This design comes from an exercise in tuning for small area on the open sky130 flow, not from production work. RTL that was checked went through simulation tests only; none was proved equivalent to the original. The RTL of runs 3 to 6 was laid out without a check of its function. The clock cells of runs 1 and 2 come from the design's own scripts or RTL, not from TritonCTS. No driver is modelled on the clock port, so clock power and skew are understated where the tree is cut down; a real chip needs a root buffer or a tree. No activity file was given, so power comes from the tool's default toggle rates.

==> flow/design.v <==
`timescale 1ns / 1ps
module clock_div(
    input clk,
    input rst,
    output tick,
    output m_tick
    );
    reg p;
    reg [8:0] s;
    reg [12:0] r;
    wire s_low0 = (s[7:0] == 8'd0);
    assign m_tick = s_low0 & ~s[8] & ~p;
    wire r_end = ((r & 13'h0bfd) == 13'h00cd);
    assign tick = r_end & ~p;
    always @(posedge clk, posedge rst)
        if (rst) begin
            p <= 1'b0;
            s <= 9'd0;
            r <= 13'd414;
        end else begin
            p <= ~p;
            s <= {s[7:0], s[8] ^ s[3] ^ (s_low0 & p)};
            r <= {r[11:0], ~(r[12] ^ r[0]) ^ r_end};
        end
endmodule
`timescale 1ns / 1ps
module debounceplz(
    input wire clk,
    input wire reset,
    input wire sw,
    input wire m_tick,
    output reg tog
    );
    reg db;
    reg [1:0] c;
    reg db_q;    
    wire x = sw ^ db;                        
    wire flip = x & m_tick & (c == 2'b10);   
    always @(posedge clk, posedge reset)
        if (reset) begin
            db <= 1'b0;
            c <= 2'b00;
            tog <= 1'b0;
        end else begin
            db <= db ^ flip;
            c[0] <= x & (~c[1] | (c[0] & ~m_tick));
            c[1] <= x & (c[0] ? (c[1] | m_tick) : (c[1] & ~m_tick));
            tog <= tog ^ (db & ~db_q);
        end
    always @(posedge clk)
        db_q <= db;
endmodule
`timescale 1ns / 1ps
module pmod_step_driver(
    input clk,
    input rst,
    input limit,
    input tick,
    input dirT,
    input enT,
    output [3:0] signal
    );
    reg v;
    reg a;
    reg [1:0] ph;
    reg d;
    assign signal = {v & ph[1] & ph[0], v & ph[1] & ~ph[0], v & ~ph[1] & ph[0], v & ~ph[1] & ~ph[0]};
    always @(posedge clk, posedge rst)
        if (rst) begin
            v <= 1'b0;
            a <= 1'b0;
        end else begin
            a <= ~limit & (tick ? enT : a);
            if (tick)
                v <= a;
        end
    always @(posedge clk)
        if (tick) begin
            ph <= v ? (d ? ph + 2'd1 : ph - 2'd1) : 2'd0;
            d <= dirT;
        end
endmodule
`timescale 1ns / 1ps
`timescale 1ns / 1ps
module pmod_step_interface(
    input clk,
    input rst,
    input [3:0] rf_input,
    input [1:0] limit_switches,
    output [3:0] signal_out,
    output [3:0] second_signal,
    output [5:0] LED
    );
    wire step_tick;
    wire db_tick;
    wire [3:0] tog;    
    clock_div clock_Div(
        .clk(clk),
        .rst(rst),
        .tick(step_tick),
        .m_tick(db_tick)
        );
    genvar i;
    generate
        for (i = 0; i < 4; i = i + 1) begin : debounce
            debounceplz db_i(
                .clk(clk),
                .reset(rst),
                .sw(rf_input[i]),
                .m_tick(db_tick),
                .tog(tog[i])
                );
        end
    endgenerate
    pmod_step_driver control(
        .clk(clk),
        .rst(rst),
        .limit(limit_switches[0]),
        .tick(step_tick),
        .dirT(tog[0]),
        .enT(tog[1]),
        .signal(signal_out)
        );
    pmod_step_driver second_control(
        .clk(clk),
        .rst(rst),
        .limit(limit_switches[1]),
        .tick(step_tick),
        .dirT(tog[2]),
        .enT(tog[3]),
        .signal(second_signal)
        );
    assign LED = {1'b0, tog[2], tog[3], 1'b0, tog[0], tog[1]};
endmodule
==> flow/flow/run.sh <==
#!/bin/bash
# Own layout flow: the standard synthesis, then the combinational logic between
# the standard synthesis's registers is re-mapped by ABC for area (registers,
# their names and cell types are kept as they are), then the standard ORFS
# layout with small port buffers and a small clock tree.
set -euo pipefail
W=$(pwd)
R=$W/orfs/results/$FLOW_PLATFORM/pmod_step_interface/base
LOGS=$W/orfs/logs/$FLOW_PLATFORM/pmod_step_interface/base
LIB=$FLOW_HOME/platforms/$FLOW_PLATFORM/lib/sky130_fd_sc_hd__tt_025C_1v80.lib

# 1. standard synthesis (netlist only)
bash standard.sh "$R/1_2_yosys.v" > $W/log_1_synth.txt 2>&1
cp "$R/1_2_yosys.v" $W/synth_standard.v

# 2. area re-mapping of the combinational logic
DU=$(grep -o -- "-dont_use [^ ]*" $LOGS/1_2_yosys.log | sort -u | tr '\n' ' ')
sed -e "s#@LIB@#$LIB#g" -e "s#@DU@#$DU#g" -e "s#@IN@#$W/synth_standard.v#g" \
    -e "s#@OUT@#$R/1_2_yosys.v#g" -e "s#@TOP@#$FLOW_TOP#g" flow/reabc.ys > $W/reabc.ys
yosys -s $W/reabc.ys > $W/log_2_reabc.txt 2>&1

# 3. the rest of the standard layout
source flow/knobs.sh
bash standard.sh "${KNOBS[@]}" finish > $W/log_3_layout.txt 2>&1
==> flow/flow/cts_pre.tcl <==
# Small clock tree for this small design, in place of clock_tree_synthesis:
# the clock pins are split into ONE_CLKBUF_GROUPS groups by position
# (k-means), and each group gets one clock buffer at its centre, driven
# straight from the clock port (which then feeds only those few buffers).
rename clock_tree_synthesis orfs_clock_tree_synthesis
proc clock_tree_synthesis {args} {
  set cell $::env(ONE_CLKBUF_CELL)
  set k $::env(ONE_CLKBUF_GROUPS)
  set block [ord::get_db_block]
  set dbu [$block getDbUnitsPerMicron]
  set net [$block findNet clk]
  set pins {}
  set xs {}
  set ys {}
  foreach it [$net getITerms] {
    set inst [$it getInst]
    set bb [$inst getBBox]
    lappend pins "[$inst getName]/[[$it getMTerm] getName]"
    lappend xs [expr {([$bb xMin] + [$bb xMax]) / 2.0 / $dbu}]
    lappend ys [expr {([$bb yMin] + [$bb yMax]) / 2.0 / $dbu}]
  }
  set n [llength $pins]
  # k-means, seeded with pins spread along the sorted x order
  set order [lsort -indices -real $xs]
  set cx {}
  set cy {}
  for {set j 0} {$j < $k} {incr j} {
    set i [lindex $order [expr {int(($j + 0.5) * $n / $k)}]]
    lappend cx [lindex $xs $i]
    lappend cy [lindex $ys $i]
  }
  for {set iter 0} {$iter < 50} {incr iter} {
    set asg {}
    for {set i 0} {$i < $n} {incr i} {
      set best 0
      set bd 1e30
      for {set j 0} {$j < $k} {incr j} {
        set d [expr {pow([lindex $xs $i] - [lindex $cx $j], 2) + pow([lindex $ys $i] - [lindex $cy $j], 2)}]
        if {$d < $bd} { set bd $d; set best $j }
      }
      lappend asg $best
    }
    for {set j 0} {$j < $k} {incr j} {
      set sx 0.0; set sy 0.0; set c 0
      for {set i 0} {$i < $n} {incr i} {
        if {[lindex $asg $i] == $j} {
          set sx [expr {$sx + [lindex $xs $i]}]
          set sy [expr {$sy + [lindex $ys $i]}]
          incr c
        }
      }
      if {$c > 0} {
        lset cx $j [expr {$sx / $c}]
        lset cy $j [expr {$sy / $c}]
      }
    }
  }
  for {set j 0} {$j < $k} {incr j} {
    set loads {}
    for {set i 0} {$i < $n} {incr i} {
      if {[lindex $asg $i] == $j} { lappend loads [get_pins [lindex $pins $i]] }
    }
    if {[llength $loads] == 0} { continue }
    puts "clock buffer $j: $cell for [llength $loads] clock pins at ([lindex $cx $j], [lindex $cy $j])"
    insert_buffer -buffer_cell $cell -net clk -load_pins $loads \
      -location [list [lindex $cx $j] [lindex $cy $j]] \
      -buffer_name clkbuf_$j -net_name clknet_$j
  }
  $net setSigType CLOCK
  foreach it [$net getITerms] {
    foreach ot [[$it getInst] getITerms] {
      if {[$ot isOutputSignal]} {
        [$ot getNet] setSigType CLOCK
        puts "clock buffer [[$it getInst] getName] drives [[$ot getNet] getName]"
      }
    }
  }
  set_propagated_clock [all_clocks]
}
==> flow/flow/knobs.sh <==
export ONE_CLKBUF_CELL=${ONE_CLKBUF_CELL:-sky130_fd_sc_hd__clkbuf_8}
export ONE_CLKBUF_GROUPS=${ONE_CLKBUF_GROUPS:-3}
KNOBS=(
  "BUFFER_PORTS_ARGS=-buffer_cell sky130_fd_sc_hd__buf_1"
  "PRE_CTS_TCL=$W/flow/cts_pre.tcl"
)
==> flow/flow/reabc.ys <==
read_liberty -ignore_miss_func @LIB@
read_verilog -defer @IN@
hierarchy -top @TOP@
setattr -mod -set keep_hierarchy 1 sky130_fd_sc_hd__df* sky130_fd_sc_hd__edf* sky130_fd_sc_hd__sdf* sky130_fd_sc_hd__conb_1
flatten
opt_clean
abc -liberty @LIB@ @DU@ -script "+strash;&get -n;&st;&deepsyn -T 20;&dch;&nf -a;&put"
opt_clean -purge
rename -enumerate
tee -o reabc_stat.txt stat -liberty @LIB@
select @TOP@
write_verilog -noattr -nohex -nodec -selected @OUT@
==> flow/standard.sh <==
#!/bin/bash
# synth_recipe.tcl (not shown) runs the flow's synth.tcl, then flattens the netlist and writes it again
# the make line also repeats each setting of config.mk as NAME=value (left out here)
make -C /OpenROAD-flow-scripts/flow DESIGN_CONFIG=/design/flow/config.mk WORK_HOME=/design/flow/orfs CLKGATE_MAP_FILE= SYNTH_SCRIPT=/design/flow/synth_recipe.tcl "${@:-finish}"
==> flow/config.mk <==
export PLATFORM = sky130hd
export DESIGN_NAME = pmod_step_interface
export DESIGN_NICKNAME = pmod_step_interface
export VERILOG_FILES = /design/flow/design.v
export SDC_FILE = /design/flow/constraint.sdc
export NUM_CORES = 4
export LEC_CHECK = 0
export CAP_MARGIN = 20
export CORE_MARGIN = 2
export CORE_UTILIZATION = 40
export SLEW_MARGIN = 20
==> flow/constraint.sdc <==
create_clock -name core_clock -period 10.0 [get_ports {clk}]
set_input_delay 2.0000 -clock core_clock [delete_from_list [all_inputs] [get_ports {clk}]]
set_output_delay 2.0000 -clock core_clock [all_outputs]
set_load 0.01 [all_outputs]
==> flow_metrics.env, run 1 <==
export IMPL_status="no timing/DRC/antenna violations"
export IMPL_worst_pin_slew_ns=0.504
export IMPL_dpl_worst_slack_ns=7.07
export IMPL_grt_antenna_before_repair=0
export IMPL_nFillCells=408
export IMPL_p_per_area_mw_per_mm2=167
export IMPL_finClkSkew_ns=0.0165
export IMPL_ctsHoldBuffers=0
export IMPL_mostFrequentLayoutCells="dfrtp_1 (37), buf_1 (19), nand2_1 (11)"
export IMPL_finalWorstSetupSlack_ns=6.90
export IMPL_num_rows=24
export IMPL_ioPinCount=22
export IMPL_start_util_pct=42.2
export IMPL_clkLatencyLatePin_ns=0.17
export IMPL_nNetsFinal=169
export IMPL_hold_depth=0
export IMPL_slew_viol_final=0
export IMPL_yosysWarningCount=3
export IMPL_clk_pin_slew_ns=0.09
export IMPL_die_area_mm2=0.00522
export IMPL_worstReg2RegStart="clock_Div.s[0]"
export IMPL_hold_violations=0
export IMPL_end_kind="primary output"
export IMPL_crit_required_ns=8.00
export IMPL_route_detailed_drc=0
export IMPL_die_w_um=72.3
export IMPL_grt_usage_pct=10.1
export IMPL_n_antenna_cell=0
export IMPL_register_area_mm2=0.00134
export IMPL_drtAntennaViolNets=0
export IMPL_reg2reg_depth=4
export IMPL_p_leak_uw=0.000851
export IMPL_maxCapViolCount=0
export IMPL_grt_overflow=0
export IMPL_switching_share_pct=21.4
export IMPL_dp_hpwl_um=1860
export IMPL_post_cts_resized=0
export IMPL_crit_start="control.ph[0]"
export IMPL_fp_coreArea_mm2=0.00441
export IMPL_route_vias_total=992
export IMPL_fmax_ghz=0.323
export IMPL_worstSetupStartpointType="register"
export IMPL_wl_um=2530
export IMPL_syn_to_final_growth_pct=10.1
export IMPL_synth_area_mm2=0.00186
export IMPL_drt_wirelength_per_cell_um=12.0
export IMPL_clockPowerShare_pct=22.3
export IMPL_drive_above_1_share_pct=6.29
export IMPL_p_int_uw=269
export IMPL_totalPowerFinal_uw=342
export IMPL_finalSetupViolations=0
export IMPL_drtPass1Iterations=4
export IMPL_finalCriticalPeriod_ns=3.10
export IMPL_multi_input_area_um2=505
export IMPL_slew_headroom_pct=66.4
export IMPL_grt_pass1_vias=1003
export IMPL_final_common_cell="dfrtp_1"
export IMPL_power_switching_uw=73.3
export IMPL_tns_ns=0
export IMPL_dieHeight_um=72.3
export IMPL_p_comb_share_pct=7.7
export IMPL_arrival_ns=1.10
export IMPL_viasPerCell=4.70
export IMPL_port_buffers=19
export IMPL_drtIter0Drc=60
export IMPL_peakVddDrop_mv=0.111
export IMPL_fin_crit_sh_pct=31.0
export IMPL_place_gp_congestion=0.760
export IMPL_rsz0062_at_grt="false"
export IMPL_netlist_instances=135
export IMPL_cts_setup_buffers=0
export IMPL_seqPwrFrac_pct=69.9
export IMPL_hp_start="clock_Div.r[1]"
export IMPL_grt_pass1_wl_um=4400
export IMPL_avgSynthCellArea_um2=13.8
export IMPL_hold_class="reg -> reg"
export IMPL_grt_max_degree=44
export IMPL_path_max_fanout=4
export IMPL_path_class="reg -> out"
[worst paths after layout]
path	slack (ns)	endpoint
setup / recovery	6.90	signal_out[0]
hold / removal	0.36	clock_Div.r[2]
max in group asynchronous	7.71	clock_Div.r[4]
min in group asynchronous	1.89	debounce[3].db_i.c[0]
hold reg to reg	0.36	clock_Div.r[2]
setup reg to reg	7.50	debounce[0].db_i.db
[worst max-delay path, stage by stage, from the launching register on]
cell and delay (ns):
edfxtp_1 0.43, nor2b_1 0.22, nor2b_1 0.15, buf_1 0.15
[flip-flops by register name, summed over array words and instances (netlist names)]
name / flops
clock_Div.r: 13
clock_Div.s: 9
debounce.db_i.c: 8
debounce.db_i.db: 4
debounce.db_i.db_q: 4
debounce.db_i.tog: 4
control.ph: 2
second_control.ph: 2
clock_Div.p: 1
control.a: 1
control.d: 1
control.v: 1
second_control.a: 1
second_control.d: 1
second_control.v: 1
[power groups by stage]
stage	registers, uW	clock network [uW]	logic [uW]
finish	239	76.5	26.4
global route	242	86.7	30.3
CTS	240	78.8	27.5
detailed placement	244	0	27.5
global placement	243	0	26.8
floorplan	246	0	13.2
[metrics by stage]
step           cell area (um^2)  cells  util (%)  hold slack [ns]
2_1_floorplan              1870    136         -            0.331
3_3_place_gp               2010    208      45.6            0.334
3_5_place_dp               2010    208      45.6            0.337
4_1_cts                    2050    211      46.5            0.363
5_1_grt                    2050    211      46.5            0.369
6_report                   2050    211      46.5            0.361
[layout make-up, clock buffers not listed]
cell class | instances | share of cell area, %
sequential | 53 | 65.4
multi-input combinational | 78 | 24.6
timing repair buffer | 20 | 3.84
tap | 52 | 3.17
inverter | 5 | 0.914
[layer usage]
metal / GRT usage, % / up-vias / part of all wire, %
met4: 0.839 / 0 / 0.99
li1: - / 495 / -
met3: 1.67 / 3 / 5.6
met2: 17.5 / 19 / 46
met5: 0 / - / 0
met1: 14.0 / 475 / 48
==> run 2, diff against run 1 <==
==> flow/flow/run.sh (replaced) <==
#!/bin/bash
# Own layout flow: the standard synthesis; then the combinational logic
# between the standard synthesis's registers is re-mapped by ABC for area
# with a few scripts, keeping the smallest result (registers, their names and
# cell types stay as the standard synthesis made them); then the standard
# ORFS layout with small port buffers and a small clock tree (cts_pre.tcl).
set -euo pipefail
W=$(pwd)
R=$W/orfs/results/$FLOW_PLATFORM/pmod_step_interface/base
LOGS=$W/orfs/logs/$FLOW_PLATFORM/pmod_step_interface/base
LIB=$FLOW_HOME/platforms/$FLOW_PLATFORM/lib/sky130_fd_sc_hd__tt_025C_1v80.lib

# 1. standard synthesis (netlist only)
bash standard.sh "$R/1_2_yosys.v" > $W/log_1_synth.txt 2>&1
cp "$R/1_2_yosys.v" $W/synth_standard.v

# 2. area re-mapping of the combinational logic, several ABC scripts in parallel
DU=$(grep -o -- "-dont_use [^ ]*" $LOGS/1_2_yosys.log | sort -u | tr '\n' ' ')
i=0
while IFS= read -r S; do
  i=$((i+1))
  S=$(printf '%s' "$S" | sed 's/[&#\\]/\\&/g')
  sed -e "s#@LIB@#$LIB#g" -e "s#@DU@#$DU#g" -e "s#@IN@#$W/synth_standard.v#g" \
      -e "s#@OUT@#$W/reabc_$i.v#g" -e "s#@TOP@#$FLOW_TOP#g" -e "s#@STAT@#$W/reabc_stat_$i.txt#g" \
      -e "s#@SCRIPT@#$S#g" flow/reabc.ys > $W/reabc_$i.ys
  (timeout 600 yosys -s $W/reabc_$i.ys > $W/log_2_reabc_$i.txt 2>&1 || true) &
done < flow/scripts.txt
wait
best=""
bestA=""
for j in $(seq 1 $i); do
  A=$(grep "Chip area for top module" $W/reabc_stat_$j.txt 2>/dev/null | awk '{print $NF}' || true)
  [[ -n "$A" && -s $W/reabc_$j.v ]] || continue
  echo "script $j: area $A" >> $W/reabc_choice.txt
  if [[ -z "$bestA" ]] || awk -v a=$A -v b=$bestA 'BEGIN{exit !(a<b)}'; then best=$j; bestA=$A; fi
done
if [[ -n "$best" ]]; then
  echo "chosen: script $best" >> $W/reabc_choice.txt
  cp $W/reabc_$best.v "$R/1_2_yosys.v"
fi

# 3. the rest of the standard layout
source flow/knobs.sh
bash standard.sh "${KNOBS[@]}" finish > $W/log_3_layout.txt 2>&1
--- a/flow/flow/reabc.ys
+++ b/flow/flow/reabc.ys
@@ -6,6 +6,6 @@
 opt_clean
-abc -liberty @LIB@ @DU@ -script "+strash;&get -n;&st;&deepsyn -T 20;&dch;&nf -a;&put"
+abc -liberty @LIB@ @DU@ -script "@SCRIPT@"
 opt_clean -purge
 rename -enumerate
-tee -o reabc_stat.txt stat -liberty @LIB@
+tee -o @STAT@ stat -liberty @LIB@
 select @TOP@
==> flow/flow/scripts.txt (new file) <==
+strash;&get -n;&st;&deepsyn -T 20;&dch;&nf -a;&put
+strash;&get -n;&st;&deepsyn -T 20;&dch;&put;amap;strash;dch;amap
+strash;&get -n;&st;&deepsyn -T 20;&put;dch;map -a
+strash;&get -n;&st;&deepsyn -T 20;&put;dch;amap
==> flow_metrics.env, run 2 <==
export IMPL_arrival_ns=1.19
export IMPL_n_antenna_cell=0
export IMPL_crit_required_ns=8.00
export IMPL_start_util_pct=41.6
export IMPL_top_layer="met4"
export IMPL_worstSetupStartpointType="register"
export IMPL_dp_hpwl_um=2040
export IMPL_die_w_um=71.5
export IMPL_ioPinCount=22
export IMPL_end_kind="primary output"
export IMPL_final_common_cell="dfrtp_1"
export IMPL_clkLatencyLatePin_ns=0.16
export IMPL_avgSynthCellArea_um2=11.4
export IMPL_finClkSkew_ns=0.0158
export IMPL_place_gp_congestion=0.727
export IMPL_maxCapViolCount=0
export IMPL_viasPerCell=4.85
export IMPL_reg2reg_to="control.ph[0]"
export IMPL_rsz0062_at_grt="false"
export IMPL_routed_wl_met3_um=96
export IMPL_status="no timing/DRC/antenna violations"
export IMPL_slew_headroom_pct=65.5
export IMPL_drtPass1Iterations=4
export IMPL_ctsHoldBuffers=0
export IMPL_p_per_area_mw_per_mm2=166
export IMPL_register_area_mm2=0.00134
export IMPL_fmax_ghz=0.314
export IMPL_design_area_mm2=0.00201
export IMPL_wl_met2_um=1280
export IMPL_die_area_mm2=0.00511
export IMPL_port_buffers=19
export IMPL_met1_length_um=1430
export IMPL_endpoint="signal_out[0]"
export IMPL_finalCriticalPeriod_ns=3.19
export IMPL_top_register="clock_Div.r"
export IMPL_fin_crit_sh_pct=31.9
export IMPL_hold_violations=0
export IMPL_dp_cells=233
export IMPL_netlist_instances=160
export IMPL_drt_wirelength_per_cell_um=12.0
export IMPL_fp_coreArea_mm2=0.00438
export IMPL_crit_start="control.v"
export IMPL_wl_um=2830
export IMPL_grt_antenna_before_repair=0
export IMPL_clk_pin_slew_ns=0.11
export IMPL_totalPowerFinal_uw=333
export IMPL_dieHeight_um=71.5
export IMPL_path_max_fanout=3
export IMPL_tns_ns=0
export IMPL_largest_register_ffs=13
export IMPL_grt_pass1_vias=1109
export IMPL_reg2reg_depth=5
export IMPL_cts_setup_buffers=0
export IMPL_final_instance_count_excl_fill=236
export IMPL_r2r_slack_ns=8.10
export IMPL_num_rows=24
export IMPL_slew_viol_final=0
export IMPL_worstReg2RegStart="clock_Div.r[4]"
export IMPL_drive_above_1_share_pct=5.43
export IMPL_grt_pass1_wl_um=4970
export IMPL_path_class="reg -> out"
export IMPL_finalSetupViolations=0
export IMPL_p_leak_uw=0.000811
export IMPL_drtIter0Drc=68
export IMPL_nNetsFinal=194
export IMPL_nFillCells=415
export IMPL_peakVddDrop_mv=0.0892
export IMPL_mostFrequentLayoutCells="dfrtp_1 (37), nor2_1 (27), nand2_1 (20)"
export IMPL_dpl_instance_area_mm2=0.00197
export IMPL_post_cts_resized=0
export IMPL_drtAntennaViolNets=0
export IMPL_yosysWarningCount=3
export IMPL_grt_max_degree=44
export IMPL_multi_input_area_um2=423
export IMPL_syn_to_final_growth_pct=10.4
export IMPL_grt_overflow=0
export IMPL_top_regs="clock_Div.r x13, clock_Div.s x9, debounce.db_i.c x8"
export IMPL_route_vias_total=1145
export IMPL_route_detailed_drc=0
export IMPL_synth_area_mm2=0.00182
export IMPL_worst_pin_slew_ns=0.518
export IMPL_grt_usage_pct=11.6
export IMPL_hold_class="reg -> reg"
[run 2: stage by stage]
step | hold slack [ns] | setup slack (ns) | util, %
6_report | 0.361 | 6.81 | 45.9
5_1_grt | 0.376 | 6.72 | 45.9
4_1_cts | 0.365 | 6.83 | 45.9
2_1_floorplan | 0.331 | 7.20 | -
3_3_place_gp | 0.336 | 7.11 | 44.9
3_5_place_dp | 0.342 | 7.01 | 44.9
[run 2: power by group]
part	switching [uW]	leakage [uW]	total [uW]	internal [uW]
registers	7.41	0.000594	234	227
logic	14.6	0.000195	21.9	7.28
clock network	49.0	0.0000216	76.9	27.9
total	71.0	0.000811	333	262
[run 2: area by class of cell, clock buffers not listed]
class	count	share of cell area, %
Inverter	16	2.99
Multi-Input combinational cell	92	21.0
Sequential cell	53	66.8
Tap cell	52	3.23
Timing Repair Buffer	20	3.92
[run 2: worst min-delay path by stage]
stage,from,end,slack (ns),cells past startpoint
floorplan,clock_Div.r[10],clock_Div.r[11],0.33,0
global placement,clock_Div.r[10],clock_Div.r[11],0.34,0
detailed placement,clock_Div.r[10],clock_Div.r[11],0.34,0
CTS,clock_Div.r[10],clock_Div.r[11],0.37,0
global route,clock_Div.r[1],clock_Div.r[2],0.38,0
finish,clock_Div.r[10],clock_Div.r[11],0.36,0
[run 2: critical path, cell delays in order, from the launching register on]
cell	delay [ns]
dfrtp_1	0.36
clkinv_1	0.08
nor2_1	0.18
clkinv_1	0.13
nor2_1	0.12
buf_1	0.19
[run 2: routing by layer]
metal,up-vias,GRT usage [%]
li1,578,-
met1,542,17.5
met2,21,19.2
met3,4,1.13
met4,0,1.05
met5,-,0
==> run 3, diff against run 2 <==
--- a/flow/design.v
+++ b/flow/design.v
@@ -7,18 +7,14 @@
     );
-    reg p;
-    reg [8:0] s;
-    reg [12:0] r;
-    wire s_low0 = (s[7:0] == 8'd0);
-    assign m_tick = s_low0 & ~s[8] & ~p;
-    wire r_end = ((r & 13'h0bfd) == 13'h00cd);
-    assign tick = r_end & ~p;
+    reg [9:0] q;
+    reg [13:0] r;
+    wire q_low0 = (q[8:0] == 9'd0);
+    assign m_tick = q_low0 & ~q[9];
+    assign tick = ((r & 14'h32ff) == 14'h2298);
     always @(posedge clk, posedge rst)
         if (rst) begin
-            p <= 1'b0;
-            s <= 9'd0;
-            r <= 13'd414;
+            q <= 10'd0;
+            r <= 14'd1480;
         end else begin
-            p <= ~p;
-            s <= {s[7:0], s[8] ^ s[3] ^ (s_low0 & p)};
-            r <= {r[11:0], ~(r[12] ^ r[0]) ^ r_end};
+            q <= {q[8:0], q[9] ^ q[6] ^ q_low0};
+            r <= {r[12:0], r[13] ^ (~r[3] | r[4]) ^ tick};
         end
@@ -63,5 +59,5 @@
     reg v;
+    reg [1:0] ph;
     reg a;
-    reg [1:0] ph;
-    reg d;
+    reg d;    
     assign signal = {v & ph[1] & ph[0], v & ph[1] & ~ph[0], v & ~ph[1] & ph[0], v & ~ph[1] & ~ph[0]};
@@ -70,2 +66,3 @@
             v <= 1'b0;
+            ph <= 2'b00;
             a <= 1'b0;
@@ -73,10 +70,10 @@
             a <= ~limit & (tick ? enT : a);
-            if (tick)
+            if (tick) begin
                 v <= a;
+                ph <= v ? (d ? ph + 2'd1 : ph - 2'd1) : 2'd0;
+            end
         end
     always @(posedge clk)
-        if (tick) begin
-            ph <= v ? (d ? ph + 2'd1 : ph - 2'd1) : 2'd0;
+        if (tick)
             d <= dirT;
-        end
 endmodule
==> flow/run.sh (new file) <==
#!/bin/bash
# synth_recipe.tcl (not shown) runs the flow's synth.tcl, then flattens the netlist and writes it again
# the make line also repeats each setting of config.mk as NAME=value (left out here)
make -C /OpenROAD-flow-scripts/flow DESIGN_CONFIG=/design/flow/config.mk WORK_HOME=/design/flow/orfs CLKGATE_MAP_FILE= SYNTH_SCRIPT=/design/flow/synth_recipe.tcl finish
--- a/flow/config.mk
+++ b/flow/config.mk
@@ -7,2 +7,3 @@
 export LEC_CHECK = 0
+export ABC_AREA = 1
 export CAP_MARGIN = 20
removed: flow/flow/run.sh
removed: flow/flow/cts_pre.tcl
removed: flow/flow/knobs.sh
removed: flow/flow/reabc.ys
removed: flow/flow/scripts.txt
removed: flow/standard.sh
==> flow_metrics.env, run 3 <==
export IMPL_drtIter0Drc=31
export IMPL_tns_ns=0
export IMPL_drive_above_1_share_pct=8.49
export IMPL_num_rows=27
export IMPL_dp_hpwl_um=2460
export IMPL_hold_class="reg -> reg"
export IMPL_whs_ns=0.358
export IMPL_arrival_ns=1.55
export IMPL_multi_input_area_um2=637
export IMPL_drt_wirelength_per_cell_um=10.4
export IMPL_cts_tree="done"
export IMPL_cts_buffer_depth=2
export IMPL_dpl_instance_area_mm2=0.00244
export IMPL_grt_max_degree=49
export IMPL_port_buffers=19
export IMPL_path_class="reg -> out"
export IMPL_netlist_instances=238
export IMPL_final_core_util_pct=47.0
export IMPL_grt_overflow=0
export IMPL_drtPass1Iterations=4
export IMPL_grt_usage_pct=13.0
export IMPL_synth_main_ff_cell="dfrtp_1"
export IMPL_die_area_mm2=0.00617
export IMPL_grt_antenna_before_repair=0
export IMPL_slew_viol_final=0
export IMPL_ioPinCount=22
export IMPL_crit_required_ns=8.00
export IMPL_dieHeight_um=78.5
export IMPL_synth_cell_types=26
export IMPL_synth_top_area_share_pct=48.4
export IMPL_ctsHoldBuffers=0
export IMPL_route_vias_total=1426
export IMPL_finClkSkew_ns=0.00478
export IMPL_clk_pin_slew_ns=0.09
export IMPL_finalSetupViolations=0
export IMPL_register_area_mm2=0.00135
export IMPL_status="no timing/DRC/antenna violations"
export IMPL_cts_root_buf="clkbuf_8"
export IMPL_synth_edff_count=2
export IMPL_hold_violations=0
export IMPL_syn_to_final_growth_pct=14.9
export IMPL_synth_most_common_cell="inv_1"
export IMPL_ys_top_cells_by_count="inv_1 (45), dfrtp_1 (43), nand2_1 (39)"
export IMPL_finalCriticalPeriod_ns=3.55
export IMPL_final_common_cell="inv_1"
export IMPL_ys_top_cells_by_area="dfrtp_1 (48%), inv_1 (7.6%), nand2_1 (6.6%)"
export IMPL_fin_crit_sh_pct=35.5
export IMPL_drtAntennaViolNets=0
export IMPL_clkLatencyLatePin_ns=0.30
export IMPL_htree_num_levels=2
export IMPL_numClockSinks=54
export IMPL_n_antenna_cell=0
export IMPL_fp_coreArea_mm2=0.00544
export IMPL_avgSynthCellArea_um2=9.34
export IMPL_largest_register_ffs=14
export IMPL_grt_pass1_wl_um=6150
export IMPL_synth_area_mm2=0.00222
export IMPL_cts_setup_buffers=0
export IMPL_yosysWarningCount=3
export IMPL_p_per_area_mw_per_mm2=137
export IMPL_die_w_um=78.5
export IMPL_start_util_pct=40.9
export IMPL_peakVddDrop_mv=0.0614
export IMPL_yosys_area_top_type="dfrtp_1"
export IMPL_fmax_ghz=0.282
export IMPL_slowest_delay_ns=0.56
export IMPL_critPathBufInv=2
export IMPL_wl_um=3440
export IMPL_top_register="clock_Div.r"
export IMPL_post_cts_resized=0
export IMPL_numCtsBuffers=5
export IMPL_cp_top_family="buffers and inverters"
export IMPL_dpl_worst_slack_ns=6.75
export IMPL_place_gp_congestion=0.768
export IMPL_nFillCells=541
export IMPL_grt_pass1_vias=1333
export IMPL_end_kind="primary output"
export IMPL_path_max_fanout=6
export IMPL_top_regs="clock_Div.r x14, clock_Div.q x10, debounce.db_i.c x8"
export IMPL_viasPerCell=4.31
export IMPL_finalWorstSetupSlack_ns=6.45
export IMPL_route_detailed_drc=0
export IMPL_ys_ff_latch=54
export IMPL_rsz0062_at_grt="false"
export IMPL_crit_chain="inv_1 -> nor3_1 -> clkdlybuf4s50_1"
export IMPL_cp_slowest_cell="clkdlybuf4s50_1"
export IMPL_design_area_mm2=0.00255
export IMPL_ys_seq_area_share_pct=60.6
export IMPL_maxCapViolCount=0
export IMPL_synthArstFlopShare_pct=88.9
export IMPL_mostFrequentLayoutCells="inv_1 (44), dfrtp_1 (43), nand2_1 (39)"
export IMPL_worstSetupStartpointType="register"
export IMPL_p_leak_uw=0.00127
export IMPL_nNetsFinal=266
-- run 3: final timing paths --
| kind | start | endpoint | slack, ns | depth (start not counted) |
|---|---|---|---|---|
| worst max-delay path | second_control.ph[1] | second_signal[3] | 6.45 | 3 |
| worst min-delay path | clock_Div.r[11] | clock_Div.r[12] | 0.36 | 0 |
| worst max register to register | clock_Div.r[3] | control.d | 8.54 | 4 |
| worst min register to register | clock_Div.r[11] | clock_Div.r[12] | 0.36 | 0 |
| max in group asynchronous | rst | clock_Div.r[6] | 7.52 | 3 |
| min in group asynchronous | rst | clock_Div.r[9] | 1.96 | 2 |
-- run 3: metrics by stage --
stage          power [uW]  instances
2_1_floorplan         231        239
3_3_place_gp          235        322
3_5_place_dp          235        322
4_1_cts               355        330
5_1_grt               365        331
6_report              349        331
-- run 3: power breakdown --
part / switching (uW) / internal (uW)
logic: 6.42 / 4.63
clock network: 68.2 / 49.5
registers: 0.396 / 220
-- run 3: cell type report --
class,instances,share of cell area (%)
clock buffers,5,2.69
clock inverters,3,0.784
inverters,48,7.06
multi-input cells,129,24.9
flip-flops and latches,54,52.8
well taps,72,3.53
repair buffers,20,8.23
-- run 3: cells by family (layout without fill, tap and decap cells) --
logic type	after synthesis	in the layout	synth area share, %
AOI/OAI and AO/OA	10	10	2.25
DFF	54	54	60.6
other	1	2	0.169
xor gates and xnor gates	13	13	5.12
buffers and inverters	56	76	10.9
and+or+nand+nor	104	104	20.9
-- run 3: metal layers --
| metal | track usage, % | wire length (um) | vias up |
|---|---|---|---|
| met5 | 0 | 0 | - |
| met4 | 6.32 | 73 | 0 |
| met3 | 3.79 | 124 | 8 |
| met2 | 18.6 | 1530 | 25 |
| met1 | 18.0 | 1710 | 643 |
| li1 | - | - | 750 |
==> run 4, diff against run 3 <==
--- a/flow/config.mk
+++ b/flow/config.mk
@@ -7,3 +7,2 @@
 export LEC_CHECK = 0
-export ABC_AREA = 1
 export CAP_MARGIN = 20
==> flow_metrics.env, run 4 <==
export IMPL_fp_coreArea_mm2=0.00507
export IMPL_start_util_pct=41.1
export IMPL_ys_top_cells_by_area="dfrtp_1 (52%), dfstp_2 (6.3%), dfxtp_1 (3.8%)"
export IMPL_cp_slowest_cell="clkdlybuf4s50_1"
export IMPL_slew_headroom_pct=39.3
export IMPL_drive_above_1_share_pct=13.3
export IMPL_critPathBufInv=1
export IMPL_largest_register_ffs=14
export IMPL_crit_required_ns=8.00
export IMPL_grt_pass1_vias=1213
export IMPL_arrival_ns=1.60
export IMPL_route_vias_total=1153
export IMPL_min_to="clock_Div.r[7]"
export IMPL_synth_cell_types=32
export IMPL_drt_wirelength_per_cell_um=12.8
export IMPL_grt_max_degree=49
export IMPL_yosys_area_top_type="dfrtp_1"
export IMPL_fin_crit_sh_pct=36.0
export IMPL_synth_area_mm2=0.00208
export IMPL_tns_ns=0
export IMPL_hp_start="clock_Div.r[6]"
export IMPL_place_gp_congestion=0.775
export IMPL_cts_root_buf="clkbuf_8"
export IMPL_num_rows=26
export IMPL_finClkSkew_ns=0.0113
export IMPL_ctsHoldBuffers=0
export IMPL_worst_pin_slew_ns=0.902
export IMPL_grt_pass1_wl_um=5420
export IMPL_die_w_um=76.2
export IMPL_finalSetupViolations=0
export IMPL_finalWorstSetupSlack_ns=6.40
export IMPL_worstReg2RegStart="clock_Div.r[7]"
export IMPL_n_antenna_cell=0
export IMPL_dpl_worst_slack_ns=6.71
export IMPL_port_buffers=19
export IMPL_hold_violations=0
export IMPL_synthArstFlopShare_pct=88.9
export IMPL_drtAntennaViolNets=0
export IMPL_grt_overflow=0
export IMPL_netlist_instances=157
export IMPL_final_core_util_pct=47.6
export IMPL_clk_pin_slew_ns=0.09
export IMPL_r2r_slack_ns=7.98
export IMPL_nNetsFinal=187
export IMPL_reg2reg_to="second_control.ph[0]"
export IMPL_synth_edff_count=2
export IMPL_nFillCells=474
export IMPL_viasPerCell=4.61
export IMPL_route_detailed_drc=0
export IMPL_hold_class="reg -> reg"
export IMPL_top_regs="clock_Div.r x14, clock_Div.q x10, debounce.db_i.c x8"
export IMPL_numCtsBuffers=5
export IMPL_synth_main_ff_cell="dfrtp_1"
export IMPL_dieHeight_um=76.2
export IMPL_grt_antenna_before_repair=0
export IMPL_synth_most_common_cell="dfrtp_1"
export IMPL_ys_seq_area_share_pct=64.7
export IMPL_end_kind="primary output"
export IMPL_cp_top_family="buffers and inverters"
export IMPL_drtPass1Iterations=3
export IMPL_maxCapViolCount=0
export IMPL_p_leak_uw=0.00111
export IMPL_numClockSinks=54
export IMPL_ioPinCount=22
export IMPL_syn_to_final_growth_pct=16.0
export IMPL_status="no timing/DRC/antenna violations"
export IMPL_peakVddDrop_mv=0.0702
export IMPL_mostFrequentLayoutCells="dfrtp_1 (43), clkdlybuf4s50_1 (19), nand2_1 (13)"
export IMPL_yosysWarningCount=3
export IMPL_ys_top_cells_by_count="dfrtp_1 (43), nand2_1 (13), nand2b_1 (10)"
export IMPL_slowest_delay_ns=0.54
export IMPL_rsz0062_at_grt="false"
export IMPL_synth_top_area_share_pct=51.7
export IMPL_p_per_area_mw_per_mm2=165
export IMPL_avgSynthCellArea_um2=13.3
export IMPL_path_max_fanout=6
export IMPL_fmax_ghz=0.278
export IMPL_cts_setup_buffers=0
export IMPL_htree_num_levels=2
export IMPL_ys_ff_latch=54
export IMPL_die_area_mm2=0.00580
export IMPL_finalCriticalPeriod_ns=3.60
export IMPL_dp_cells=241
export IMPL_clkLatencyLatePin_ns=0.29
export IMPL_final_common_cell="dfrtp_1"
export IMPL_grt_usage_pct=11.9
export IMPL_hold_depth=0
export IMPL_final_instance_count_excl_fill=250
export IMPL_slew_viol_final=0
export IMPL_cts_tree="done"
export IMPL_dp_hpwl_um=2260
export IMPL_drtIter0Drc=51
export IMPL_wl_um=3200
export IMPL_crit_chain="nor2b_1 -> nor2b_1 -> clkdlybuf4s50_1"
export IMPL_path_class="reg -> out"
export IMPL_reg2reg_depth=3
export IMPL_post_cts_resized=0
export IMPL_cts_buffer_depth=2
export IMPL_worst_path_most_repeated_cell="nor2b_1"
export IMPL_top_register="clock_Div.r"
export IMPL_worstSetupStartpointType="register"
[run 4: changes by cell type after synthesis, moves of 6 or more]
cell / change
inv_1: -39
mux2i_1: +8
nand2_1: -26
nand2b_1: +10
nor2_1: -30
nor2b_1: +6
nor3_1: -7
[run 4: metal layers]
metal / vias up / share of wire [%] / GRT usage [%]
li1: 562 / - / -
met1: 569 / 46 / 14.5
met2: 17 / 50 / 19.7
met3: 5 / 3.0 / 4.03
met4: 0 / 1.0 / 4.18
met5: - / 0 / 0
[run 4: worst register-to-register path: cells and delay by family, from the launching register on]
kind	cells	cell delay, ns
multiplexers	1	0.34
AND/OR/NAND/NOR	2	1.01
flip-flops	1	0.56
[run 4: kinds of logic after synthesis]
logic type	Yosys count	synth area share (%)
xor+xnor	12	5.05
other cells	1	0.180
buf+inv	13	3.78
flops	54	64.7
mux	16	8.89
compound gates	7	2.52
simple gates	54	14.9
[run 4: stage by stage]
| step | cell area (um^2) | hold slack (ns) | total power [uW] |
|---|---|---|---|
| 2_1_floorplan | 2090 | 0.331 | 279 |
| 3_3_place_gp | 2320 | 0.338 | 291 |
| 3_5_place_dp | 2320 | 0.359 | 293 |
| 4_1_cts | 2400 | 0.371 | 407 |
| 5_1_grt | 2420 | 0.381 | 422 |
| 6_report | 2420 | 0.370 | 400 |
[run 4: how the worst max path moves through the flow]
stage | from | endpoint | slack, ns | cells past startpoint
3_5_place_dp | second_control.v | second_signal[0] | 6.71 | 3
4_1_cts | second_control.v | second_signal[0] | 6.37 | 3
6_report | second_control.v | second_signal[0] | 6.40 | 3
3_3_place_gp | second_control.ph[0] | second_signal[0] | 6.77 | 3
5_1_grt | second_control.v | second_signal[0] | 6.26 | 3
2_1_floorplan | rst | clock_Div.q[0] | 6.86 | 1
[run 4: area by class of cell]
type | instances | area (um^2) | area share [%]
flip-flops and latches | 54 | 1350 | 55.8
well taps | 70 | 87.6 | 3.63
repair buffers | 21 | 218 | 9.01
inverters | 6 | 22.5 | 0.932
clock buffers | 8 | 80.1 | 3.31
multi-input cells | 91 | 661 | 27.3
[run 4: power breakdown]
group	total, uW	leakage [uW]	switching [uW]	internal (uW)
clock network	111	0.0000395	61.5	49.9
logic	44.6	0.000433	18.2	26.5
registers	244	0.000633	10.8	233
total	400	0.00111	90.5	309
==> run 5, diff against run 4 <==
--- a/flow/design.v
+++ b/flow/design.v
@@ -59,5 +59,5 @@
     reg v;
+    reg a;
     reg [1:0] ph;
-    reg a;
-    reg d;    
+    reg d;
     assign signal = {v & ph[1] & ph[0], v & ph[1] & ~ph[0], v & ~ph[1] & ph[0], v & ~ph[1] & ~ph[0]};
@@ -66,3 +66,2 @@
             v <= 1'b0;
-            ph <= 2'b00;
             a <= 1'b0;
@@ -70,10 +69,10 @@
             a <= ~limit & (tick ? enT : a);
-            if (tick) begin
+            if (tick)
                 v <= a;
-                ph <= v ? (d ? ph + 2'd1 : ph - 2'd1) : 2'd0;
-            end
         end
     always @(posedge clk)
-        if (tick)
+        if (tick) begin
+            ph <= v ? (d ? ph + 2'd1 : ph - 2'd1) : 2'd0;
             d <= dirT;
+        end
 endmodule
==> flow_metrics.env, run 5 <==
export IMPL_post_cts_resized=0
export IMPL_finalCriticalPeriod_ns=3.64
export IMPL_drtAntennaViolNets=0
export IMPL_grt_pass1_wl_um=4740
export IMPL_end_kind="primary output"
export IMPL_grt_max_degree=45
export IMPL_dp_hpwl_um=2020
export IMPL_maxCapViolCount=0
export IMPL_place_gp_congestion=0.676
export IMPL_synth_edff_count=6
export IMPL_reg2reg_to="control.v"
export IMPL_cts_setup_buffers=0
export IMPL_slew_viol_final=0
export IMPL_slowest_delay_ns=0.54
export IMPL_design_area_mm2=0.00237
export IMPL_fmax_ghz=0.274
export IMPL_drtIter0Drc=42
export IMPL_route_detailed_drc=0
export IMPL_wl_um=2930
export IMPL_min_to="clock_Div.r[12]"
export IMPL_start_util_pct=40.8
export IMPL_numClockSinks=54
export IMPL_fp_coreArea_mm2=0.00501
export IMPL_path_class="reg -> out"
export IMPL_dpl_instance_area_mm2=0.00228
export IMPL_clk_pin_slew_ns=0.09
export IMPL_reg2reg_depth=3
export IMPL_worstSetupStartpointType="register"
export IMPL_yosys_area_top_type="dfrtp_1"
export IMPL_p_per_area_mw_per_mm2=173
export IMPL_ioPinCount=22
export IMPL_worstReg2RegStart="clock_Div.r[3]"
export IMPL_slew_headroom_pct=64.7
export IMPL_ys_top_cells_by_area="dfrtp_1 (48%), edfxtp_1 (8.8%), dfstp_2 (6.4%)"
export IMPL_ys_top_cells_by_count="dfrtp_1 (39), nand2_1 (10), nand2b_1 (10)"
export IMPL_p_leak_uw=0.000985
export IMPL_worst_path_most_repeated_cell="nor2b_1"
export IMPL_drt_wirelength_per_cell_um=12.2
export IMPL_hold_depth=0
export IMPL_cp_slowest_cell="clkdlybuf4s50_1"
export IMPL_grt_pass1_vias=1057
export IMPL_drtPass1Iterations=4
export IMPL_avgSynthCellArea_um2=13.8
export IMPL_die_area_mm2=0.00569
export IMPL_cts_root_buf="clkbuf_8"
export IMPL_yosysWarningCount=3
export IMPL_ys_seq_area_share_pct=67.0
export IMPL_totalPowerFinal_uw=411
export IMPL_synth_most_common_cell="dfrtp_1"
export IMPL_synth_main_ff_cell="dfrtp_1"
export IMPL_n_antenna_cell=0
export IMPL_synth_top_area_share_pct=47.8
export IMPL_route_vias_total=1088
export IMPL_crit_required_ns=8.00
export IMPL_arrival_ns=1.64
export IMPL_synthArstFlopShare_pct=81.5
export IMPL_grt_usage_pct=11.2
export IMPL_num_rows=26
export IMPL_port_buffers=19
export IMPL_path_max_fanout=4
export IMPL_final_core_util_pct=47.4
export IMPL_synth_area_mm2=0.00204
export IMPL_final_common_cell="dfrtp_1"
export IMPL_numCtsBuffers=5
export IMPL_cts_tree="done"
export IMPL_ys_ff_latch=54
export IMPL_mostFrequentLayoutCells="dfrtp_1 (39), clkdlybuf4s50_1 (19), nand2b_1 (10), nand2_1 (10)"
export IMPL_nNetsFinal=177
export IMPL_top_regs="clock_Div.r x14, clock_Div.q x10, debounce.db_i.c x8"
export IMPL_top_register="clock_Div.r"
export IMPL_viasPerCell=4.53
export IMPL_ctsHoldBuffers=0
export IMPL_r2r_slack_ns=8.10
export IMPL_largest_register_ffs=14
export IMPL_netlist_instances=148
export IMPL_hold_class="reg -> reg"
export IMPL_drive_above_1_share_pct=11.8
export IMPL_syn_to_final_growth_pct=16.3
export IMPL_die_w_um=75.5
export IMPL_grt_antenna_before_repair=0
export IMPL_finalSetupViolations=0
export IMPL_finClkSkew_ns=0.00729
export IMPL_htree_num_levels=2
export IMPL_cts_buffer_depth=2
export IMPL_crit_chain="nor2b_1 -> nor2b_1 -> clkdlybuf4s50_1"
export IMPL_rsz0062_at_grt="false"
export IMPL_worst_pin_slew_ns=0.530
export IMPL_grt_overflow=0
export IMPL_synth_cell_types=27
export IMPL_tns_ns=0
export IMPL_nFillCells=460
export IMPL_hold_violations=0
export IMPL_fin_crit_sh_pct=36.4
export IMPL_status="no timing/DRC/antenna violations"
export IMPL_dieHeight_um=75.5
export IMPL_peakVddDrop_mv=0.0706
export IMPL_clkLatencyLatePin_ns=0.30
export IMPL_hp_start="clock_Div.r[11]"
## run 5: changes by cell type after synthesis, sizes merged, moves of 2 or more
| cell | change |
|---|---|
| xnor2 | +2 |
| nand2 | -3 |
| and3 | -2 |
| mux2 | -2 |
| and2 | +3 |
| dfrtp | -4 |
| edfxtp | +4 |
| mux2i | -2 |
| nor4bb | +2 |
| nor2b | +2 |
## run 5: how the worst max path moves through the flow
stage	startpoint	end	slack, ns	cells past startpoint
3_5_place_dp	control.ph[0]	signal_out[0]	6.65	3
5_1_grt	control.ph[0]	signal_out[0]	6.25	3
3_3_place_gp	control.ph[0]	signal_out[0]	6.74	3
6_report	control.ph[0]	signal_out[0]	6.36	3
2_1_floorplan	rst	clock_Div.q[0]	6.98	1
4_1_cts	control.ph[0]	signal_out[0]	6.30	3
## run 5: critical path, delay by kind of cell (launching register included)
kind / cells / cell delay (ns)
buffers and inverters: 1 / 0.54
flip-flops: 1 / 0.44
AND/OR/NAND/NOR: 2 / 0.37
## run 5: per-layer routing
layer  global-route usage, %  vias up  part of all wire [%]
met5                       0        -                     0
li1                        -      529                     -
met3                    3.84        5                   4.5
met2                    16.0       21                    46
met4                    5.26        0                   1.2
met1                    15.3      533                    48
## run 5: final cells by class
type,instances,area (um^2),share of cell area [%]
Tap cell,70,87.6,3.69
Multi-Input combinational cell,83,609,25.7
Inverter,5,18.8,0.790
Clock inverter,2,11.3,0.474
Timing Repair Buffer,20,198,8.32
Sequential cell,54,1370,57.6
Clock buffer,6,82.6,3.48
## run 5: per-stage QoR
step	setup slack (ns)	hold slack, ns	std cells
after CTS	6.30	0.357	240
after global routing	6.25	0.360	240
after floorplan	6.98	0.331	149
final	6.36	0.355	240
after global placement	6.74	0.333	232
after detailed placement	6.65	0.336	232
## run 5: power breakdown
part           switching (uW)  total [uW]  leakage, uW  internal [uW]
logic                    18.1        43.9     0.000329           25.8
registers                10.1         245     0.000604            235
clock network            66.6         123    0.0000515           55.9
total                    94.8         411     0.000985            316
## run 5: kinds of logic after synthesis
logic type,count (synthesis),synth area share [%]
AOI/OAI and AO/OA,5,1.53
xor gates and xnor gates,14,6.01
buffers and inverters,12,3.37
DFF,54,67.0
muxes,12,6.25
other,1,0.184
and+or+nand+nor,50,15.7
==> run 6, diff against run 5 <==
==> flow/flow/run.sh (new file) <==
#!/bin/bash
# Own layout flow: the standard synthesis, then the combinational logic between
# the standard synthesis's registers is re-mapped by ABC for area (registers,
# their names and cell types are kept as they are), then the standard ORFS
# layout with small port buffers and a small clock tree.
set -euo pipefail
W=$(pwd)
R=$W/orfs/results/$FLOW_PLATFORM/pmod_step_interface/base
LOGS=$W/orfs/logs/$FLOW_PLATFORM/pmod_step_interface/base
LIB=$FLOW_HOME/platforms/$FLOW_PLATFORM/lib/sky130_fd_sc_hd__tt_025C_1v80.lib

# 1. standard synthesis (netlist only)
bash standard.sh "$R/1_2_yosys.v" > $W/log_1_synth.txt 2>&1
cp "$R/1_2_yosys.v" $W/synth_standard.v

# 2. area re-mapping of the combinational logic
DU=$(grep -o -- "-dont_use [^ ]*" $LOGS/1_2_yosys.log | sort -u | tr '\n' ' ')
sed -e "s#@LIB@#$LIB#g" -e "s#@DU@#$DU#g" -e "s#@IN@#$W/synth_standard.v#g" \
    -e "s#@OUT@#$R/1_2_yosys.v#g" -e "s#@TOP@#$FLOW_TOP#g" flow/reabc.ys > $W/reabc.ys
yosys -s $W/reabc.ys > $W/log_2_reabc.txt 2>&1

# 3. the rest of the standard layout
source flow/knobs.sh
bash standard.sh "${KNOBS[@]}" finish > $W/log_3_layout.txt 2>&1
==> flow/flow/knobs.sh (new file) <==
KNOBS=(
  "BUFFER_PORTS_ARGS=-buffer_cell sky130_fd_sc_hd__buf_1"
)
==> flow/flow/reabc.ys (new file) <==
read_liberty -ignore_miss_func @LIB@
read_verilog -defer @IN@
hierarchy -top @TOP@
setattr -mod -set keep_hierarchy 1 sky130_fd_sc_hd__df* sky130_fd_sc_hd__edf* sky130_fd_sc_hd__sdf* sky130_fd_sc_hd__conb_1
flatten
opt_clean
abc -liberty @LIB@ @DU@ -script "+strash;&get -n;&st;&deepsyn -T 20;&dch;&nf -a;&put"
opt_clean -purge
rename -enumerate
tee -o reabc_stat.txt stat -liberty @LIB@
select @TOP@
write_verilog -noattr -nohex -nodec -selected @OUT@
==> flow/standard.sh (new file) <==
#!/bin/bash
# synth_recipe.tcl (not shown) runs the flow's synth.tcl, then flattens the netlist and writes it again
# the make line also repeats each setting of config.mk as NAME=value (left out here)
make -C /OpenROAD-flow-scripts/flow DESIGN_CONFIG=/design/flow/config.mk WORK_HOME=/design/flow/orfs CLKGATE_MAP_FILE= SYNTH_SCRIPT=/design/flow/synth_recipe.tcl "${@:-finish}"
removed: flow/run.sh
==> flow_metrics.env, run 6 <==
export IMPL_wl_um=2840
export IMPL_finalSetupViolations=0
export IMPL_dp_cells=204
export IMPL_grt_antenna_before_repair=0
export IMPL_tns_ns=0
export IMPL_whs_ns=0.357
export IMPL_final_common_cell="dfrtp_1"
export IMPL_start_util_pct=42.3
export IMPL_reg2reg_to="debounce[0].db_i.db"
export IMPL_slew_headroom_pct=58.7
export IMPL_cts_buffer_depth=2
export IMPL_dieHeight_um=72.5
export IMPL_num_rows=24
export IMPL_worstReg2RegStart="clock_Div.q[5]"
export IMPL_largest_register_ffs=14
export IMPL_numCtsBuffers=5
export IMPL_die_area_mm2=0.00526
export IMPL_design_area_mm2=0.00211
export IMPL_drtPass1Iterations=4
export IMPL_status="no timing/DRC/antenna violations"
export IMPL_hold_depth=0
export IMPL_drive_above_1_share_pct=6.88
export IMPL_yosysWarningCount=3
export IMPL_end_kind="primary output"
export IMPL_port_buffers=19
export IMPL_p_leak_uw=0.000884
export IMPL_r2r_slack_ns=7.78
export IMPL_maxCapViolCount=0
export IMPL_hold_class="reg -> reg"
export IMPL_route_vias_total=1012
export IMPL_dp_hpwl_um=2050
export IMPL_hp_start="clock_Div.r[11]"
export IMPL_min_to="clock_Div.r[12]"
export IMPL_cts_setup_buffers=0
export IMPL_dpl_worst_slack_ns=7.04
export IMPL_nNetsFinal=167
export IMPL_top_register="clock_Div.r"
export IMPL_finalCriticalPeriod_ns=3.27
export IMPL_path_class="reg -> out"
export IMPL_worst_pin_slew_ns=0.616
export IMPL_clk_pin_slew_ns=0.08
export IMPL_finClkSkew_ns=0.00877
export IMPL_drtIter0Drc=42
export IMPL_numClockSinks=54
export IMPL_clkLatencyLatePin_ns=0.30
export IMPL_viasPerCell=4.77
export IMPL_n_antenna_cell=0
export IMPL_nFillCells=413
export IMPL_top_regs="clock_Div.r x14, clock_Div.q x10, debounce.db_i.c x8"
export IMPL_finalWorstSetupSlack_ns=6.73
export IMPL_reg2reg_depth=4
export IMPL_ctsHoldBuffers=0
export IMPL_cts_root_buf="clkbuf_8"
export IMPL_rsz0062_at_grt="false"
export IMPL_syn_to_final_growth_pct=12.1
export IMPL_path_max_fanout=4
export IMPL_synth_area_mm2=0.00188
export IMPL_cts_tree="done"
export IMPL_grt_pass1_wl_um=4930
export IMPL_ioPinCount=22
export IMPL_final_instance_count_excl_fill=212
export IMPL_htree_num_levels=2
export IMPL_die_w_um=72.5
export IMPL_fp_coreArea_mm2=0.00444
export IMPL_crit_required_ns=8.00
export IMPL_avgSynthCellArea_um2=14.3
export IMPL_grt_usage_pct=12.5
export IMPL_drtAntennaViolNets=0
export IMPL_dpl_instance_area_mm2=0.00203
export IMPL_fin_crit_sh_pct=32.7
export IMPL_grt_pass1_vias=1053
export IMPL_p_per_area_mw_per_mm2=182
export IMPL_grt_max_degree=45
export IMPL_peakVddDrop_mv=0.110
export IMPL_slew_viol_final=0
export IMPL_worstSetupStartpointType="register"
export IMPL_place_gp_congestion=0.766
export IMPL_arrival_ns=1.27
export IMPL_post_cts_resized=0
export IMPL_drt_wirelength_per_cell_um=13.4
export IMPL_netlist_instances=131
export IMPL_fmax_ghz=0.306
export IMPL_hold_violations=0
export IMPL_grt_overflow=0
export IMPL_mostFrequentLayoutCells="dfrtp_1 (39), buf_1 (19), xnor2_1 (12)"
export IMPL_route_detailed_drc=0
-- run 6: critical path, cell delays in order, from the launching register on --
cell,delay [ns]
edfxtp_1,0.41
nor2b_1,0.23
nor2b_1,0.17
buf_1,0.16
-- run 6: routing by layer --
metal	global-route usage (%)	wire [um]
met4	5.56	43
met3	3.33	96
met2	20.6	1440
met5	0	0
met1	15.5	1260
-- run 6: final cells by class --
| cell class | instances | area, um^2 | share of cell area, % |
|---|---|---|---|
| clock buffer | 8 | 80.1 | 3.80 |
| inverter | 2 | 7.51 | 0.357 |
| multi-input combinational | 76 | 507 | 24.1 |
| sequential | 54 | 1370 | 64.9 |
| tap | 52 | 65.1 | 3.09 |
| timing repair buffer | 20 | 78.8 | 3.74 |
-- run 6: how the worst max path moves through the flow --
stage | slack, ns | cells past startpoint | end | startpoint
6_report | 6.73 | 3 | signal_out[0] | control.ph[0]
5_1_grt | 6.64 | 3 | signal_out[0] | control.ph[0]
4_1_cts | 6.71 | 3 | signal_out[0] | control.ph[0]
3_5_place_dp | 7.04 | 3 | signal_out[0] | control.ph[0]
3_3_place_gp | 7.12 | 3 | second_signal[0] | second_control.ph[0]
2_1_floorplan | 7.21 | 2 | second_signal[0] | second_control.ph[0]
-- run 6: report_power, final --
group / leakage, uW / total, uW / switching [uW] / internal [uW]
Sequential: 0.000614 / 244 / 10.1 / 233
Clock: 0.0000395 / 113 / 63.4 / 49.9
Combinational: 0.000230 / 27.0 / 15.3 / 11.7
Total: 0.000884 / 384 / 88.8 / 295
-- run 6: through the flow --
stage / power (uW) / utilization, %
2_1_floorplan: 264 / -
3_3_place_gp: 275 / 45.6
3_5_place_dp: 276 / 45.6
4_1_cts: 389 / 47.4
5_1_grt: 405 / 47.4
6_report: 384 / 47.4
==> run 7, diff against run 6 <==
--- a/flow/design.v
+++ b/flow/design.v
@@ -7,14 +7,18 @@
     );
-    reg [9:0] q;
-    reg [13:0] r;
-    wire q_low0 = (q[8:0] == 9'd0);
-    assign m_tick = q_low0 & ~q[9];
-    assign tick = ((r & 14'h32ff) == 14'h2298);
+    reg p;
+    reg [8:0] s;
+    reg [12:0] r;
+    wire s_low0 = (s[7:0] == 8'd0);
+    assign m_tick = s_low0 & ~s[8] & ~p;
+    wire r_end = ((r & 13'h0bfd) == 13'h00cd);
+    assign tick = r_end & ~p;
     always @(posedge clk, posedge rst)
         if (rst) begin
-            q <= 10'd0;
-            r <= 14'd1480;
+            p <= 1'b0;
+            s <= 9'd0;
+            r <= 13'd414;
         end else begin
-            q <= {q[8:0], q[9] ^ q[6] ^ q_low0};
-            r <= {r[12:0], r[13] ^ (~r[3] | r[4]) ^ tick};
+            p <= ~p;
+            s <= {s[7:0], s[8] ^ s[3] ^ (s_low0 & p)};
+            r <= {r[11:0], ~(r[12] ^ r[0]) ^ r_end};
         end
==> flow/flow/knobs.sh (replaced) <==
KNOBS=(
  "BUFFER_PORTS_ARGS=-buffer_cell sky130_fd_sc_hd__buf_1"
  "CTS_ARGS=-repair_clock_nets -dont_use_dummy_load -root_buf sky130_fd_sc_hd__clkbuf_16 -buf_list sky130_fd_sc_hd__clkbuf_16"
)
==> flow_metrics.env, run 7 <==
export IMPL_path_max_fanout=4
export IMPL_p_int_uw=330
export IMPL_hold_depth=0
export IMPL_tns_ns=0
export IMPL_reg2reg_depth=4
export IMPL_finClkSkew_ns=0.00572
export IMPL_final_common_cell="dfrtp_1"
export IMPL_clockPowerShare_pct=36.3
export IMPL_viasPerCell=4.68
export IMPL_status="no timing/DRC/antenna violations"
export IMPL_nFillCells=401
export IMPL_design_area_mm2=0.00214
export IMPL_dieHeight_um=72.3
export IMPL_grt_usage_pct=11.4
export IMPL_slew_headroom_pct=66.3
export IMPL_drive_above_1_share_pct=7.45
export IMPL_yosysWarningCount=3
export IMPL_clkLatencyLatePin_ns=0.28
export IMPL_wl_um=2640
export IMPL_end_kind="primary output"
export IMPL_grt_pass1_wl_um=4490
export IMPL_dp_hpwl_um=1860
export IMPL_peakVddDrop_mv=0.109
export IMPL_multi_input_area_um2=505
export IMPL_top_regs="clock_Div.r x13, clock_Div.s x9, debounce.db_i.c x8"
export IMPL_finalSetupViolations=0
export IMPL_grt_max_degree=44
export IMPL_die_w_um=72.3
export IMPL_post_cts_resized=0
export IMPL_dpl_instance_area_mm2=0.00201
export IMPL_power_switching_uw=88.1
export IMPL_synth_area_mm2=0.00186
export IMPL_worst_pin_slew_ns=0.506
export IMPL_avgSynthCellArea_um2=13.8
export IMPL_p_comb_share_pct=6.3
export IMPL_hold_class="reg -> reg"
export IMPL_fp_coreArea_mm2=0.00441
export IMPL_route_detailed_drc=0
export IMPL_ioPinCount=22
export IMPL_grt_overflow=0
export IMPL_arrival_ns=1.22
export IMPL_numCtsBuffers=5
export IMPL_largest_register_ffs=13
export IMPL_place_gp_congestion=0.760
export IMPL_drtPass1Iterations=4
export IMPL_netlist_instances=135
export IMPL_numClockSinks=53
export IMPL_htree_num_levels=2
export IMPL_syn_to_final_growth_pct=14.6
export IMPL_drtAntennaViolNets=0
export IMPL_register_area_mm2=0.00134
export IMPL_num_rows=24
export IMPL_grt_pass1_vias=1024
export IMPL_cts_buffer_depth=2
export IMPL_p_leak_uw=0.000891
export IMPL_worstSetupStartpointType="register"
export IMPL_fin_crit_sh_pct=32.2
export IMPL_maxCapViolCount=0
export IMPL_path_class="reg -> out"
export IMPL_grt_antenna_before_repair=0
export IMPL_top_register="clock_Div.r"
export IMPL_die_area_mm2=0.00522
export IMPL_route_vias_total=996
export IMPL_switching_share_pct=21.1
export IMPL_rsz0062_at_grt="false"
export IMPL_ctsHoldBuffers=0
export IMPL_finalCriticalPeriod_ns=3.22
export IMPL_cts_root_buf="clkbuf_16"
export IMPL_clk_pin_slew_ns=0.06
export IMPL_start_util_pct=42.2
export IMPL_mostFrequentLayoutCells="dfrtp_1 (37), buf_1 (19), nand2_1 (11)"
export IMPL_cts_setup_buffers=0
export IMPL_fmax_ghz=0.311
export IMPL_drt_wirelength_per_cell_um=12.4
export IMPL_port_buffers=19
export IMPL_drtIter0Drc=60
export IMPL_p_per_area_mw_per_mm2=196
export IMPL_seqPwrFrac_pct=57.4
export IMPL_slew_viol_final=0
export IMPL_cts_tree="done"
export IMPL_n_antenna_cell=0
export IMPL_hold_violations=0
export IMPL_nNetsFinal=171
export IMPL_crit_required_ns=8.00
==> run 7: power by group through the flow <==
stage / sequential, uW / combinational, uW / clock (uW)
2_1_floorplan: 246 / 13.2 / 0
3_3_place_gp: 243 / 26.8 / 0
3_5_place_dp: 244 / 27.5 / 0
4_1_cts: 240 / 27.6 / 157
5_1_grt: 242 / 30.3 / 166
6_report: 240 / 26.5 / 152
==> run 7: path summary, 6_finish.rpt <==
| path | from | end | slack [ns] |
|---|---|---|---|
| max | control.ph[0] | signal_out[0] | 6.78 |
| min | clock_Div.r[1] | clock_Div.r[2] | 0.36 |
| max reg2reg | clock_Div.s[0] | debounce[1].db_i.db | 7.52 |
| min reg2reg | clock_Div.r[1] | clock_Div.r[2] | 0.36 |
| max in group asynchronous | rst | clock_Div.r[4] | 7.83 |
| min in group asynchronous | rst | debounce[1].db_i.c[1] | 1.81 |
==> run 7: worst max-delay path: stages (launching register included) <==
cell and delay (ns):
edfxtp_1 0.41, nor2b_1 0.22, nor2b_1 0.15, buf_1 0.15
==> run 7: final cells by class <==
cell class / instances / share of cell area, %
timing repair buffer: 20 / 3.69
sequential: 53 / 62.9
multi-input combinational: 78 / 23.7
inverter: 5 / 0.878
tap: 52 / 3.04
clock buffer: 5 / 5.85
==> run 7: layer usage <==
| metal | up-vias | share of wire [%] | GRT usage [%] |
|---|---|---|---|
| met4 | 0 | 0.45 | 4.40 |
| li1 | 498 | - | - |
| met1 | 477 | 47 | 14.4 |
| met3 | 2 | 5.0 | 5.14 |
| met2 | 19 | 47 | 17.3 |
| met5 | - | 0 | 0 |
==> run 7: through the flow <==
step                      power, uW  instances  utilization, %  hold slack [ns]  setup slack [ns]
after global placement          270        208            45.6            0.334              7.12
after floorplan                 259        136               -            0.331              7.21
after detailed placement        271        208            45.6            0.337              7.07
final                           418        213            48.4            0.357              6.78
after CTS                       424        213            48.4            0.358              6.76
after global routing            439        213            48.4            0.365              6.65

## what the ideal ports hide
The flow's constraints put no driver on any port. The routed layouts listed below were extracted and timed again, unchanged, in two steps.
Step 1 (the two cells are an assumption about what drives the block):
set clk [get_ports {clk}]
set_driving_cell -lib_cell sky130_fd_sc_hd__clkbuf_16 $clk
set_driving_cell -lib_cell sky130_fd_sc_hd__buf_2 [delete_from_list [all_inputs] $clk]
Step 2, shift: input delay + t, output delay - t, t = (earliest + latest rising clock arrival at the registers) / 2. This alone moves slack from input paths to output paths.
Three values: ideal, step 1, step 2; two values: the first two.
run | t (ns) | setup slack, ns | worst hold slack (ns) | clock arrival spread, ns
run 1 | 0.205 | 6.900 / 6.852 / 7.057 | 0.361 / 0.361 / 0.361 | 0.018 / 0.018
run 2 | 0.196 | 6.813 / 6.771 / 6.967 | 0.361 / 0.361 / 0.361 | 0.016 / 0.016
run 3 | 0.330 | 6.453 / 6.424 / 6.754 | 0.358 / 0.358 / 0.358 | 0.005 / 0.005
run 4 | 0.314 | 6.404 / 6.379 / 6.693 | 0.370 / 0.370 / 0.370 | 0.012 / 0.011
run 5 | 0.322 | 6.355 / 6.328 / 6.650 | 0.355 / 0.355 / 0.355 | 0.007 / 0.008
run 6 | 0.320 | 6.728 / 6.704 / 7.023 | 0.357 / 0.357 / 0.357 | 0.009 / 0.009
run 7 | 0.306 | 6.783 / 6.753 / 7.059 | 0.357 / 0.357 / 0.357 | 0.006 / 0.006
After both steps every run listed still meets setup and hold.
